This is an optimization exercise on Yosys and OpenROAD, whose aim is small area, a short achievable clock period and few clock cycles, not a production implementation.
The RTL was checked by simulation tests, not by an equivalence proof against the original design.

==> v28: inputs <==
==> flow/design.v <==
`timescale 1ns / 1ps
module stack
(
	clk,
	we,      
	waddr,
	wdata,
	raddr,
	rdata
);
parameter CPU_BIT_WIDTH = 32;
parameter DEPTH = 14;
input clk;
input we;
input [3:0] waddr;
input [CPU_BIT_WIDTH-1:0] wdata;
input [3:0] raddr;
output [CPU_BIT_WIDTH-1:0] rdata;
reg [CPU_BIT_WIDTH-1:0] mem [0:DEPTH-1];
integer i;
always @(posedge clk) begin
	for (i = 0; i < DEPTH; i = i + 1)
		if (we && waddr == i) mem[i] <= wdata;
end
assign rdata = mem[raddr];
endmodule
`timescale 1ns / 1ps
module stack_cpu
(
	clk,  
	rst,  
	inst,  
	inst_ready,  
	inst_complete,  
	pc_next,  
	mem_we,  
	mem_addr,  
	mem_wdata,  
	mem_rdata  
);
input clk;
input rst;
input [31:0] inst;
input inst_ready;
output reg inst_complete;
output reg [31:0] pc_next;
output reg mem_we;
output reg [7:0] mem_addr;
output reg [31:0] mem_wdata;
input [31:0] mem_rdata;
localparam OP_SC = 5'd1, OP_SL = 5'd2, OP_SS = 5'd3, OP_SCMP = 5'd4,
           OP_SSLT = 5'd5, OP_JMP = 5'd6, OP_JZ = 5'd7, OP_JNZ = 5'd8,
           OP_SCALL = 5'd9, OP_SRTN = 5'd10, OP_SLAA = 5'd11, OP_ALLOC = 5'd12,
           OP_DEALLOC = 5'd13, OP_SADD = 5'd15, OP_SSUB = 5'd16, OP_SMULT = 5'd17;
reg COMPARE;
reg [31:0] next_open_mem;
reg [31:0] sframe1;  
reg x_push, x_slaa, x_sl, x_ss, x_cmp, x_lt, x_add, x_sub, x_mul, x_pop1, x_scall, x_srtn;
reg x_jmp, x_jz, x_jnz;  
reg x_jlate;  
reg [1:0] st;  
reg [3:0] argc;  
reg hit;  
reg [31:0] T, N;
reg tv, nv;
reg [3:0] top;  
wire arr_empty = (top == 4'd15);
wire [31:0] R;
wire two = x_ss || x_cmp || x_add || x_sub || x_mul || (x_srtn && st == 2'd0);
wire refill = two && !nv;
wire use_sub = x_sub || x_lt;
wire [31:0] alu_a = (x_slaa || x_scall) ? sframe1 : T;
wire [31:0] alu_b = x_slaa ? mem_wdata : x_scall ? 32'hffffffff : (N ^ {32{use_sub}});
wire [32:0] alu = {1'b0, alu_a} + {1'b0, alu_b} + {32'd0, use_sub || x_slaa};
wire t_lt_n = ~alu[32];
wire t_eq_n = (T == N);
wire t_fewer = (T[31:8] == 24'd0 && N[31:8] != 24'd0) || (T[31:16] == 16'd0 && N[31:16] != 16'd0) ||
               (T[31:24] == 8'd0 && N[31:24] != 8'd0);
wire mswap = x_mul && nv && st == 2'd0 && t_fewer;
wire mstep = x_mul && st != 2'd0;
wire [31:0] msum = mem_wdata + (T & {32{N[0]}}) + ({T[30:0], 1'b0} & {32{N[1]}});
wire mlast = (N[31:2] == 30'd0);
wire fin = inst_complete;
wire take = fin && inst_ready;
wire s_push = x_push;
wire s_setl = x_sl && fin;
wire s_keep = (x_add || x_sub) && nv || x_mul && mstep && mlast;
wire s_pop2 = (x_ss || x_cmp) && nv || x_srtn && st == 2'd0 && nv;
wire s_pop1 = x_pop1 && st == 2'd0 || x_scall && !fin || x_srtn && st == 2'd1;
wire s_setf = x_scall && fin;
wire s_shift = mstep && !mlast;
wire arr_we = s_push && tv && nv && !rst;
wire [3:0] arr_waddr = top + 4'd1;
stack cpu_stack(
	.clk(clk),
	.we(arr_we),
	.waddr(arr_waddr),
	.wdata(N),
	.raddr(top),
	.rdata(R)
);
reg [31:0] t_next;
always @(*) begin
	t_next = T;
	if (s_push) t_next = x_slaa ? alu[31:0] : mem_wdata;
	else if (s_setl) t_next = mem_rdata;
	else if (s_keep) t_next = (x_mul ? msum : alu[31:0]);
	else if (s_pop1) t_next = nv ? N : R;
	else if (s_pop2) t_next = R;
	else if (s_setf) t_next = alu[31:0];
	else if (mswap) t_next = N;
	else if (s_shift) t_next = {T[29:0], 2'b0};
end
wire late = !(x_push && !x_slaa);
reg [31:0] n_next;
always @(*) begin
	n_next = N;
	if (s_push || mswap) n_next = T;
	else if (s_pop1 && nv || s_keep || refill) n_next = R;
	else if (s_shift) n_next = {2'b0, N[31:2]};
end
wire c_next = (x_cmp && nv) ? (x_lt ? t_lt_n : t_eq_n) : COMPARE;
wire [31:0] no_inc = next_open_mem + 32'd1;
reg [31:0] no_next;
always @(*) begin
	no_next = next_open_mem;
	if (x_ss && nv && (T >= next_open_mem)) no_next = T + 32'd1;
	else if (x_scall) no_next = no_inc;
	else if (x_srtn && st == 2'd0 && nv) no_next = N;
end
wire [4:0] iop = inst[31:27];
wire i_push = (iop == OP_SC) || (iop == OP_SLAA) || (iop == OP_ALLOC);
wire i_jump = (iop == OP_JMP) || (iop == OP_JZ) || (iop == OP_JNZ);
wire jump = (iop == OP_JMP) || (iop == OP_JZ && !COMPARE) || (iop == OP_JNZ && COMPARE);
wire jtaken = x_jmp || x_jz && !COMPARE || x_jnz && COMPARE;
wire [31:0] pc_inc = pc_next + 32'd1;
wire i_slaa = (iop == OP_SLAA);
wire [31:0] i_val = (iop == OP_ALLOC) ? 32'd0 : {5'd0, inst[26:0]};
wire [7:0] i_addr = i_slaa ? sframe1[7:0] + inst[7:0] + 8'd1 : (iop == OP_ALLOC) ? 8'd0 : inst[7:0];
reg m_we;
reg [7:0] m_addr;
reg [31:0] m_wdata;
always @(*) begin
	m_we = 1'b0;
	m_addr = t_next[7:0];
	m_wdata = n_next;
	if (take) begin
		if (iop == OP_SS && nv_next) m_we = 1'b1;
		else if (iop == OP_SCALL) begin m_we = 1'b1; m_addr = no_next[7:0]; m_wdata = pc_inc; end
		else if (i_push) begin m_addr = i_addr; m_wdata = i_val; end
		else if ((iop == OP_JMP) || (iop == OP_JZ) || (iop == OP_JNZ) || (iop == OP_DEALLOC) || (iop == OP_SRTN)) m_addr = n_next[7:0];
	end
	else if (!fin) begin
		if (x_ss) m_we = 1'b1;
		else if (x_scall) begin
			m_we = 1'b1; m_addr = no_next[7:0]; m_wdata = nv ? N : R;
		end
		else if (x_srtn) m_addr = n_next[7:0];
		else if (x_mul) m_wdata = (st == 2'd0) ? 32'd0 : msum;
	end
end
reg tv_next, nv_next;
reg [3:0] top_next;
always @(*) begin
	tv_next = tv; nv_next = nv; top_next = top;
	if (s_push) begin
		tv_next = 1'b1;
		if (tv) begin
			nv_next = 1'b1;
			if (nv) top_next = top + 4'd1;
		end
	end
	else if (s_pop1) begin
		if (!arr_empty) top_next = top - 4'd1;
		else if (nv) nv_next = 1'b0;
		else tv_next = 1'b0;
	end
	else if (s_keep) begin
		if (!arr_empty) top_next = top - 4'd1;
		else nv_next = 1'b0;
	end
	else if (s_pop2) begin
		nv_next = 1'b0;
		if (!arr_empty) top_next = top - 4'd1;
		else tv_next = 1'b0;
	end
	else if (refill) begin
		nv_next = 1'b1;
		if (!arr_empty) top_next = top - 4'd1;
	end
end
reg [7:0] t_lo;
always @(*) begin
	t_lo = T[7:0];
	if (s_push) t_lo = x_slaa ? alu[7:0] : mem_wdata[7:0];
	else if (s_keep) t_lo = (x_mul ? msum[7:0] : alu[7:0]);
	else if (s_pop1) t_lo = nv ? N[7:0] : R[7:0];
	else if (s_pop2) t_lo = R[7:0];
	else if (s_setf) t_lo = alu[7:0];
	else if (mswap) t_lo = N[7:0];
	else if (s_shift) t_lo = {T[5:0], 2'b0};
end
wire hit_next = !mem_we && !s_setl && (mem_addr == t_lo);
wire [1:0] st_next = fin ? 2'd0 : refill ? st : (st == 2'd2) ? 2'd2 : st + 2'd1;
wire [3:0] argc_next = (x_scall && st == 2'd1) ? T[3:0] - 4'd1 : argc - 4'd1;
reg n_push, n_slaa, n_sl, n_ss, n_cmp, n_lt, n_add, n_sub, n_mul, n_pop1, n_scall, n_srtn, n_jmp, n_jz, n_jnz, n_jlate;
always @(*) begin
	{n_push, n_slaa, n_sl, n_ss, n_cmp, n_lt, n_add, n_sub, n_mul, n_pop1, n_scall, n_srtn, n_jmp, n_jz, n_jnz, n_jlate} = 16'd0;
	if (take) begin
		n_push = i_push;
		n_slaa = i_slaa;
		n_sl = (iop == OP_SL);
		n_ss = (iop == OP_SS);
		n_cmp = (iop == OP_SCMP) || (iop == OP_SSLT);
		n_lt = (iop == OP_SSLT);
		n_add = (iop == OP_SADD);
		n_sub = (iop == OP_SSUB);
		n_mul = (iop == OP_SMULT);
		n_pop1 = (iop == OP_JMP) || (iop == OP_JZ) || (iop == OP_JNZ) || (iop == OP_DEALLOC);
		n_scall = (iop == OP_SCALL);
		n_srtn = (iop == OP_SRTN);
		n_jmp = (iop == OP_JMP);
		n_jz = (iop == OP_JZ);
		n_jnz = (iop == OP_JNZ);
		n_jlate = i_jump && late;
	end
	else if (!fin) {n_push, n_slaa, n_sl, n_ss, n_cmp, n_lt, n_add, n_sub, n_mul, n_pop1, n_scall, n_srtn, n_jmp, n_jz, n_jnz, n_jlate} =
		{x_push, x_slaa, x_sl, x_ss, x_cmp, x_lt, x_add, x_sub, x_mul, x_pop1, x_scall, x_srtn, x_jmp, x_jz, x_jnz, x_jlate};
end
wire fin_next = n_sl ? (hit_next || st_next == 2'd1) :
                (n_ss || n_cmp || n_add || n_sub) ? nv_next :
                n_mul ? (st_next != 2'd0 && n_next[31:2] == 30'd0) :
                n_scall ? ((st_next == 2'd1) ? ((nv ? N[3:0] : R[3:0]) == 4'd0) : (st_next == 2'd2) ? (argc_next == 4'd0) : 1'b0) :
                n_srtn ? (st_next == 2'd2) :
                n_jlate ? (st_next != 2'd0) : 1'b1;
always @(posedge clk) begin
	if (rst) begin
		pc_next <= 32'd0;
		{x_push, x_slaa, x_sl, x_ss, x_cmp, x_lt, x_add, x_sub, x_mul, x_pop1, x_scall, x_srtn, x_jmp, x_jz, x_jnz, x_jlate} <= 16'd0;
		st <= 2'd0;
		COMPARE <= 1'b0;
		next_open_mem <= 32'd0;
		sframe1 <= 32'd1;
		tv <= 1'b0;
		nv <= 1'b0;
		top <= 4'd15;
		mem_we <= 1'b0;
		hit <= 1'b0;
		inst_complete <= 1'b1;
	end
	else begin
		if (take) begin
			if (!(i_jump && late) && iop != OP_SCALL) pc_next <= jump ? mem_wdata : pc_inc;
		end
		else if (x_jlate && st == 2'd0) pc_next <= jtaken ? T : pc_inc;
		else if (x_scall && st == 2'd0) pc_next <= T;
		{x_push, x_slaa, x_sl, x_ss, x_cmp, x_lt, x_add, x_sub, x_mul, x_pop1, x_scall, x_srtn, x_jmp, x_jz, x_jnz, x_jlate} <=
			{n_push, n_slaa, n_sl, n_ss, n_cmp, n_lt, n_add, n_sub, n_mul, n_pop1, n_scall, n_srtn, n_jmp, n_jz, n_jnz, n_jlate};
		st <= st_next;
		inst_complete <= fin_next;
		argc <= argc_next;
		COMPARE <= c_next;
		T <= t_next;
		N <= n_next;
		tv <= tv_next;
		nv <= nv_next;
		top <= top_next;
		next_open_mem <= no_next;
		if (x_scall && st == 2'd0) sframe1 <= no_inc;
		if (x_srtn && st == 2'd1) begin
			pc_next <= mem_rdata;
			sframe1 <= T + 32'd1;
		end
		hit <= hit_next;
		mem_we <= m_we;
		mem_addr <= m_addr;
		mem_wdata <= m_wdata;
	end
end
endmodule
==> flow/flow/run.sh <==
#!/bin/bash
set -euo pipefail
bash standard.sh SETUP_SLACK_MARGIN=8.5 TNS_END_PERCENT=0 MATCH_CELL_FOOTPRINT=0 \
  'BUFFER_PORTS_ARGS=-buffer_cell sky130_fd_sc_hd__buf_4' finish > standard.log 2>&1
==> flow/standard.sh <==
#!/bin/bash
# synth_recipe.tcl (not shown) runs the flow's synth.tcl, then flattens the netlist and writes it again
# the make line also repeats each setting of config.mk as NAME=value (left out here)
make -C /OpenROAD-flow-scripts/flow DESIGN_CONFIG=/design/flow/config.mk WORK_HOME=/design/flow/orfs CLKGATE_MAP_FILE= SYNTH_SCRIPT=/design/flow/synth_recipe.tcl "${@:-finish}"
==> flow/config.mk <==
export PLATFORM = sky130hd
export DESIGN_NAME = stack_cpu
export DESIGN_NICKNAME = stack_cpu
export VERILOG_FILES = /design/flow/design.v
export SDC_FILE = /design/flow/constraint.sdc
export NUM_CORES = 4
export LEC_CHECK = 0
export ABC_CLOCK_PERIOD_IN_PS = 3500
export CAP_MARGIN = 20
export CORE_MARGIN = 2
export CORE_UTILIZATION = 40
export PLACE_DENSITY = 0.6
export SLEW_MARGIN = 20
==> flow/constraint.sdc <==
create_clock -name core_clock -period 12.0 [get_ports {clk}]
set_input_delay 2.4000 -clock core_clock [delete_from_list [all_inputs] [get_ports {clk}]]
set_output_delay 2.4000 -clock core_clock [all_outputs]
set_load 0.01 [all_outputs]
==> inputs of v8, as changes to v28 <==
--- a/flow/design.v
+++ b/flow/design.v
@@ -22,7 +22,7 @@
 	for (i = 0; i < DEPTH; i = i + 1)
 		if (we && waddr == i) mem[i] <= wdata;
 end
-assign rdata = mem[raddr];
+assign rdata = (raddr < DEPTH) ? mem[raddr] : {CPU_BIT_WIDTH{1'b0}};
 endmodule
 `timescale 1ns / 1ps
 module stack_cpu
==> flow/flow/run.sh (replaced) <==
#!/bin/bash
set -euo pipefail
bash standard.sh SETUP_SLACK_MARGIN=9 TNS_END_PERCENT=0 MATCH_CELL_FOOTPRINT=0 \
  'BUFFER_PORTS_ARGS=-buffer_cell sky130_fd_sc_hd__buf_4' finish > standard.log 2>&1
Settings changed: CORE_UTILIZATION 40 to 50, PLACE_DENSITY 0.6 to 0.65.
==> inputs of v32, as changes to v28 <==
--- a/flow/design.v
+++ b/flow/design.v
@@ -22,7 +22,7 @@
 	for (i = 0; i < DEPTH; i = i + 1)
 		if (we && waddr == i) mem[i] <= wdata;
 end
-assign rdata = mem[raddr];
+assign rdata = (raddr < DEPTH) ? mem[raddr] : {CPU_BIT_WIDTH{1'b0}};
 endmodule
 `timescale 1ns / 1ps
 module stack_cpu
@@ -54,7 +54,7 @@
            OP_DEALLOC = 5'd13, OP_SADD = 5'd15, OP_SSUB = 5'd16, OP_SMULT = 5'd17;
 reg COMPARE;
 reg [31:0] next_open_mem;
-reg [31:0] sframe1;  
+reg [31:0] sframe;  
 reg x_push, x_slaa, x_sl, x_ss, x_cmp, x_lt, x_add, x_sub, x_mul, x_pop1, x_scall, x_srtn;
 reg x_jmp, x_jz, x_jnz;  
 reg x_jlate;  
@@ -69,8 +69,8 @@
 wire two = x_ss || x_cmp || x_add || x_sub || x_mul || (x_srtn && st == 2'd0);
 wire refill = two && !nv;
 wire use_sub = x_sub || x_lt;
-wire [31:0] alu_a = (x_slaa || x_scall) ? sframe1 : T;
-wire [31:0] alu_b = x_slaa ? mem_wdata : x_scall ? 32'hffffffff : (N ^ {32{use_sub}});
+wire [31:0] alu_a = x_slaa ? sframe : T;
+wire [31:0] alu_b = x_slaa ? mem_wdata : (N ^ {32{use_sub}});
 wire [32:0] alu = {1'b0, alu_a} + {1'b0, alu_b} + {32'd0, use_sub || x_slaa};
 wire t_lt_n = ~alu[32];
 wire t_eq_n = (T == N);
@@ -107,7 +107,7 @@
 	else if (s_keep) t_next = (x_mul ? msum : alu[31:0]);
 	else if (s_pop1) t_next = nv ? N : R;
 	else if (s_pop2) t_next = R;
-	else if (s_setf) t_next = alu[31:0];
+	else if (s_setf) t_next = sframe;
 	else if (mswap) t_next = N;
 	else if (s_shift) t_next = {T[29:0], 2'b0};
 end
@@ -135,25 +135,25 @@
 wire jtaken = x_jmp || x_jz && !COMPARE || x_jnz && COMPARE;
 wire [31:0] pc_inc = pc_next + 32'd1;
 wire i_slaa = (iop == OP_SLAA);
-wire [31:0] i_val = (iop == OP_ALLOC) ? 32'd0 : {5'd0, inst[26:0]};
-wire [7:0] i_addr = i_slaa ? sframe1[7:0] + inst[7:0] + 8'd1 : (iop == OP_ALLOC) ? 8'd0 : inst[7:0];
+wire [31:0] i_val = i_slaa ? {5'd0, inst[26:0]} + 32'd1 : (iop == OP_ALLOC) ? 32'd0 : {5'd0, inst[26:0]};
+wire [7:0] i_addr = i_slaa ? sframe[7:0] + 8'd2 + inst[7:0] : (iop == OP_ALLOC) ? 8'd0 : inst[7:0];
 reg m_we;
 reg [7:0] m_addr;
 reg [31:0] m_wdata;
 always @(*) begin
 	m_we = 1'b0;
 	m_addr = t_next[7:0];
-	m_wdata = n_next;
+	m_wdata = t_next;
 	if (take) begin
-		if (iop == OP_SS && nv_next) m_we = 1'b1;
+		if (iop == OP_SS && nv_next) begin m_we = 1'b1; m_wdata = n_next; end
 		else if (iop == OP_SCALL) begin m_we = 1'b1; m_addr = no_next[7:0]; m_wdata = pc_inc; end
 		else if (i_push) begin m_addr = i_addr; m_wdata = i_val; end
 		else if ((iop == OP_JMP) || (iop == OP_JZ) || (iop == OP_JNZ) || (iop == OP_DEALLOC) || (iop == OP_SRTN)) m_addr = n_next[7:0];
 	end
 	else if (!fin) begin
-		if (x_ss) m_we = 1'b1;
+		if (x_ss) begin m_we = 1'b1; m_wdata = n_next; end
 		else if (x_scall) begin
-			m_we = 1'b1; m_addr = no_next[7:0]; m_wdata = nv ? N : R;
+			m_we = 1'b1; m_addr = no_next[7:0];
 		end
 		else if (x_srtn) m_addr = n_next[7:0];
 		else if (x_mul) m_wdata = (st == 2'd0) ? 32'd0 : msum;
@@ -189,18 +189,7 @@
 		if (!arr_empty) top_next = top - 4'd1;
 	end
 end
-reg [7:0] t_lo;
-always @(*) begin
-	t_lo = T[7:0];
-	if (s_push) t_lo = x_slaa ? alu[7:0] : mem_wdata[7:0];
-	else if (s_keep) t_lo = (x_mul ? msum[7:0] : alu[7:0]);
-	else if (s_pop1) t_lo = nv ? N[7:0] : R[7:0];
-	else if (s_pop2) t_lo = R[7:0];
-	else if (s_setf) t_lo = alu[7:0];
-	else if (mswap) t_lo = N[7:0];
-	else if (s_shift) t_lo = {T[5:0], 2'b0};
-end
-wire hit_next = !mem_we && !s_setl && (mem_addr == t_lo);
+wire hit_next = !mem_we && (mem_addr == t_next[7:0]);
 wire [1:0] st_next = fin ? 2'd0 : refill ? st : (st == 2'd2) ? 2'd2 : st + 2'd1;
 wire [3:0] argc_next = (x_scall && st == 2'd1) ? T[3:0] - 4'd1 : argc - 4'd1;
 reg n_push, n_slaa, n_sl, n_ss, n_cmp, n_lt, n_add, n_sub, n_mul, n_pop1, n_scall, n_srtn, n_jmp, n_jz, n_jnz, n_jlate;
@@ -230,7 +219,7 @@
 wire fin_next = n_sl ? (hit_next || st_next == 2'd1) :
                 (n_ss || n_cmp || n_add || n_sub) ? nv_next :
                 n_mul ? (st_next != 2'd0 && n_next[31:2] == 30'd0) :
-                n_scall ? ((st_next == 2'd1) ? ((nv ? N[3:0] : R[3:0]) == 4'd0) : (st_next == 2'd2) ? (argc_next == 4'd0) : 1'b0) :
+                n_scall ? ((st_next == 2'd1) ? (t_next[3:0] == 4'd0) : (st_next == 2'd2) ? (argc_next == 4'd0) : 1'b0) :
                 n_srtn ? (st_next == 2'd2) :
                 n_jlate ? (st_next != 2'd0) : 1'b1;
 always @(posedge clk) begin
@@ -240,7 +229,7 @@
 		st <= 2'd0;
 		COMPARE <= 1'b0;
 		next_open_mem <= 32'd0;
-		sframe1 <= 32'd1;
+		sframe <= 32'd0;
 		tv <= 1'b0;
 		nv <= 1'b0;
 		top <= 4'd15;
@@ -266,10 +255,10 @@
 		nv <= nv_next;
 		top <= top_next;
 		next_open_mem <= no_next;
-		if (x_scall && st == 2'd0) sframe1 <= no_inc;
+		if (x_scall && st == 2'd0) sframe <= next_open_mem;
 		if (x_srtn && st == 2'd1) begin
 			pc_next <= mem_rdata;
-			sframe1 <= T + 32'd1;
+			sframe <= T;
 		end
 		hit <= hit_next;
 		mem_we <= m_we;
==> flow/flow/run.sh (replaced) <==
#!/bin/bash
set -euo pipefail
bash standard.sh SETUP_SLACK_MARGIN=8 TNS_END_PERCENT=100 MATCH_CELL_FOOTPRINT=0 \
  'BUFFER_PORTS_ARGS=-buffer_cell sky130_fd_sc_hd__buf_4' finish > standard.log 2>&1
Settings changed: CORE_UTILIZATION 40 to 50, PLACE_DENSITY 0.6 to 0.65.
==> run notes <==
| quantity | v28 | v8 | v32 |
|---|---|---|---|
| Run status | timing/DRC/antenna clean | timing/DRC/antenna clean | timing/DRC/antenna clean |
| Layout overhead on the synthesized area | 18.7% | 16.0% | 19.6% |
| Normalized max-slew margin | 15.9% | 16.7% | 20.9% |
| Endpoint, Worst Hold | x_jz | x_jnz | pc_next[1] |
| Required @ worst endpoint | 12.44 ns | 12.54 ns | 12.52 ns |
| Top Metal Used | met4 | met5 | met5 |
| Reg2reg end | mem_addr[5] | mem_addr[7] | mem_wdata[29] |
| Final standard cell count with taps included and fillers excluded | 5,972 | 5,647 | 5,978 |
| Period utilization | 37.8% | 36.8% | 36.1% |
| DP Cell Count | 5,706 | 5,399 | 5,674 |
| Setup Fix Bufs, Post-CTS | 96 | 86 | 115 |
| Weighted congestion at the end of routability-driven global placement | 1.02 | 1.04 | 1.02 |
| Fraction of area in multi-input gates | 45.0% | 45.9% | 46.8% |
| Clock Skew | 0.0290 ns | 0.0405 ns | 0.0322 ns |
| Multi-input combinational cell count | 3,241 | 3,213 | 3,437 |
| Placed wire-length estimate | 127,000 um | 125,000 um | 129,000 um |
| Transition time at the pin with the least slew margin | 1.25 ns | 1.24 ns | 1.18 ns |
| Wire length after detailed routing | 192,000 um | 189,000 um | 196,000 um |
| Met2 GRT Util | 51.9% | 58.8% | 65.6% |
| Initial Utilization | 40.3% | 50.2% | 50.3% |
Testbench counts of v28, summed over its fixed seeds: cycles 22,589.
Testbench counts of v8, summed over its fixed seeds: cycles 22,589.
Testbench counts of v32, summed over its fixed seeds: cycles 22,589.

## static timing again, ports no longer ideal
No port has a modelled driver above. Below, the same layouts with a new extraction and two added sets of constraints.
Step 1: set_driving_cell puts a clkbuf_16 on clk and a buf_2 on each other input, an assumption about the parent block.
Step 2 also shifts input and output timing later by t, the mid clock arrival at the registers, as if the neighbouring blocks saw the same clock.
Three values: ideal ports, drivers, drivers and shift; two values: the first two.
run	shift t [ns]	setup WS [ns]	hold slack, ns	worst slew at a driven data input, ns
v28	0.750	7.460 / 7.460 / 6.886	0.475 / 0.475 / 0.475	0.06
v8	0.726	7.586 / 7.586 / 7.009	0.461 / 0.461 / 0.461	0.09
v32	0.740	7.673 / 7.673 / 6.992	0.493 / 0.493 / 0.493	0.19
After both steps every run listed still meets setup and hold. For v32, which loses most, drivers alone change the setup slack by 0.000 ns; drivers and shift together by -0.681 ns.
